Background: an optimization exercise with open tools, aiming at small area. Do not read the settings as production practice.
Function was checked by simulation only, so behaviour that the tests miss may differ from the original.
Power and IR drop assume default switching activity.

Design CoinsMatrixBitMap, start of the top module:
module	CoinsMatrixBitMap	(	
					input	logic	clk,
					input	logic	resetN,
					input	logic	[10:0] offsetX, 
					input	logic	[10:0] offsetY,
					input	logic	InsideRectangle,  
					input	logic	coinCollision,
					input logic [4:0] randomMapLocationX,
					input logic [3:0] randomMapLocationY,
					input logic placeCoin,		 
					input logic placeMoneyBag,	 
					input logic placeTimeBoost,	 
					output	logic	drawingRequest,  
					output	logic	[7:0] RGBout,   
					output	logic upScore,			 
					output	logic upTime			 
 ) ;
localparam int NX = 18 ;
localparam int NY = 12 ;
localparam logic [NX*NY-1:0] NP_INIT = 216'h2198c200000000a03329c84850c284848f333c000064c380300 ;
localparam logic [NX*NY-1:0] Q_INIT  = 216'h3d98c70001c000f0333dc84f50c3c484ff333c000064c380300 ;
localparam logic [NX*NY-1:0] PQ_TILE = 216'h2198c200000000a03329c84870c284848f333c000064c380300 ;
logic [NX*NY-1:0] nP, Q, empty ;
logic [NX*NY-1:0] Qs ;
assign Q = Qs ^ Q_INIT ;
logic pick_anotherCoin_flag ;    
logic pick_anotherMoneyBag_flag ;
logic [4:0] oX ;
logic [3:0] oY ;
assign oX = offsetX[9:5] ;
assign oY = offsetY[8:5] ;
logic offset_inMap ;
assign offset_inMap = (oX < NX) && (oY < NY) ;
logic [4:0] rX ;
logic [3:0] rY ;
assign rX = randomMapLocationX ;
assign rY = (randomMapLocationY[3] & randomMapLocationY[2]) ? {1'b0, randomMapLocationY[2:0]} : randomMapLocationY ;
logic random_inMap ;
assign random_inMap = (rX < NX) ;
logic [NX-1:0] colO, colR ;
logic [NY-1:0] rowO, rowR ;
always_comb begin
	for (int x = 0; x < NX; x++) begin
		colO[x] = (oX == x) ;
		colR[x] = (rX == x) ;
	end
	for (int y = 0; y < NY; y++) begin
		rowO[y] = (oY == y) ;
		rowR[y] = (rY == y) ;
	end
end
logic [NY-1:0] nPc, Qc, Ec ;
always_comb begin
	for (int y = 0; y < NY; y++) begin
		nPc[y] = |(colO & nP[y*NX +: NX]) ;
		Qc[y]  = |(colO & Q[y*NX +: NX]) ;
		Ec[y]  = |(colR & empty[y*NX +: NX]) ;
	end
end
  ...
==> flow/config.mk <==
export PLATFORM = sky130hd
export DESIGN_NAME = CoinsMatrixBitMap
export DESIGN_NICKNAME = CoinsMatrixBitMap
export VERILOG_FILES = /design/flow/design.v
export SDC_FILE = /design/flow/constraint.sdc
export NUM_CORES = 8
export LEC_CHECK = 0
export CAP_MARGIN = 10
export CORE_MARGIN = 2
export CORE_UTILIZATION = 58
export PLACE_DENSITY = 0.75
export SLEW_MARGIN = 10
==> flow/constraint.sdc <==
create_clock -name core_clock -period 12.0 [get_ports {clk}]
set_input_delay 2.4000 -clock core_clock [delete_from_list [all_inputs] [get_ports {clk}]]
set_output_delay 2.4000 -clock core_clock [all_outputs]
set_load 0.01 [all_outputs]
standard.sh (not shown) runs the stock make flow with config.mk's settings and CLKGATE_MAP_FILE= SYNTH_SCRIPT=/design/flow/synth_recipe.tcl, a recipe that flattens the netlist after the stock synthesis.
==> flow/flow/run.sh <==
#!/bin/bash
# Own layout flow:
#  2. the same synthesis script again, once per area-oriented ABC script in flow/abc_*.script,
#     each replacing ABC's delay-oriented script; the registers come out the same (same
#     instances, names and cells, checked against step 1), only the combinational logic is
#     mapped differently; the smallest netlist is kept;
#  3. the standard layout steps on that netlist, with a clock tree without dummy loads and
#     lighter port buffers.
set -uo pipefail
WORK=$(pwd)
FLOWDIR=$WORK/flow
R=$WORK/orfs/results/$FLOW_PLATFORM/CoinsMatrixBitMap/base

# 1. standard synthesis
bash standard.sh synth > synth_standard.log 2>&1 || { echo "standard synthesis failed"; exit 1; }
cp "$R/1_2_yosys.v" std_1_2_yosys.v

# 2. area-oriented synthesis, one run per ABC script, in parallel
synth_area() {
  local name=$1 script=$2
  rm -rf "scripts_$name" "orfs_$name"
  cp -r "$FLOW_HOME/scripts" "scripts_$name"
  cp "$script" "scripts_$name/abc_speed.script"
  local A=$WORK/orfs_$name/results/$FLOW_PLATFORM/CoinsMatrixBitMap/base
  make -C "$FLOW_HOME" DESIGN_CONFIG="$WORK/config.mk" WORK_HOME="$WORK/orfs_$name" CLKGATE_MAP_FILE= \
    SYNTH_SCRIPT="$WORK/synth_recipe.tcl" SCRIPTS_DIR="$WORK/scripts_$name" "$A/1_2_yosys.v" > "synth_$name.log" 2>&1 \
  && python3 "$FLOWDIR/sameregs.py" std_1_2_yosys.v "$A/1_2_yosys.v" > "sameregs_$name.log" 2>&1 \
  && touch "ok_$name"
}
names=()
for s in "$FLOWDIR"/abc_*.script; do
  n=$(basename "$s" .script); n=${n#abc_}
  names+=("$n")
  synth_area "$n" "$s" &
done
wait
best=""; best_area=""
for n in "${names[@]}"; do
  st=$WORK/orfs_$n/reports/$FLOW_PLATFORM/CoinsMatrixBitMap/base/synth_stat.txt
  if [[ -f ok_$n && -f $st ]]; then
    a=$(sed -n "s/.*Chip area for module.*: *\([0-9.]*\).*/\1/p" "$st" | tail -1)
    echo "$n: $a" >> synth_areas.log
    if [[ -n $a ]] && { [[ -z $best_area ]] || python3 -c "import sys; sys.exit(0 if $a < $best_area else 1)"; }; then
      best=$n; best_area=$a
    fi
  else
    echo "$n: failed" >> synth_areas.log
  fi
done
if [[ -n $best ]]; then
  cp "$WORK/orfs_$best/results/$FLOW_PLATFORM/CoinsMatrixBitMap/base/1_2_yosys.v" "$R/1_2_yosys.v"
  touch "$R/1_2_yosys.v"
  echo "using the area-mapped netlist from $best ($best_area um2)" | tee -a synth_areas.log
else
  echo "area synthesis failed; using the standard netlist" | tee -a synth_areas.log
fi

# 3. standard layout steps
export CTS_ARGS="-sink_clustering_enable -repair_clock_nets -dont_use_dummy_load -buf_list sky130_fd_sc_hd__clkbuf_8 -sink_clustering_size 16 -sink_clustering_max_diameter 70"
export BUFFER_PORTS_ARGS="-buffer_cell sky130_fd_sc_hd__buf_1"
export RECOVER_POWER=100
bash standard.sh > layout.log 2>&1 || { echo "layout failed"; exit 1; }
Other scripts of this flow, unchanged in this note and not shown: flow/flow/abc_dc4mfs.script, flow/flow/abc_deep0mfs.script, flow/flow/abc_deep1mfs.script, flow/flow/abc_deep2mfs.script, flow/flow/abc_deep4mfs.script, flow/flow/abc_deep5mfs.script, flow/flow/sameregs.py
The first run ran to the end with violations: max-capacitance violations, max-slew violations.
==> next run, changes <==
--- a/flow/flow/run.sh
+++ b/flow/flow/run.sh
@@ -61 +60,0 @@
-export RECOVER_POWER=100
Outcome: The new run went through all stages and came out clean. Sequential power stays flat. Design area hardly moves. Global-route usage climbs by 1.5 points. Utilization grows by 0.17 points. Power decreases by 0.43%. Wire length went up by 2.7%. Setup slack gains 810 ps. Synthesized area barely changes.
==> next run, changes <==
- PLACE_DENSITY: 0.75 -> 0.68
The changed run finished clean.
Area after synthesis is about the same.
Via count is about the same.
Sequential share of layout area stays flat.
Worst hold slack hardly moves.
Register-to-register slack improved by 1500 ps.
Count of clock-buffer cells in the layout goes up by 1.
Cell area stays flat.
Wire length goes up by 0.42%.
Combinational power is about the same.
Global-route usage is about the same.

==> what the ideal ports hide <==
Ports are ideal in the flow. The routed layouts listed here were re-timed in OpenROAD.
Step 1, drivers: a clkbuf_16 drives clk and a buf_2 each remaining input, both assumed.
Step 2 moves the port delays by t, midway between the first and last clock arrival at a register: inputs arrive t later, outputs are due t later. That takes back most of the time a late clock gives input paths.
a / b / c = no drivers / after step 1 / after step 2; a / b = the first two.
run	t, ns	setup WS [ns]	latest minus earliest clock arrival (ns)	cell pins on the clock port's net
the first run	0.695	1.967 / 2.001 / 1.307	0.130 / 0.131	1
the second run	0.677	2.780 / 2.805 / 2.128	0.094 / 0.094	1
the third run	0.664	3.633 / 3.661 / 2.997	0.102 / 0.103	1
For the first run, which loses most, drivers alone change the setup slack by +0.034 ns; drivers and shift together by -0.660 ns.
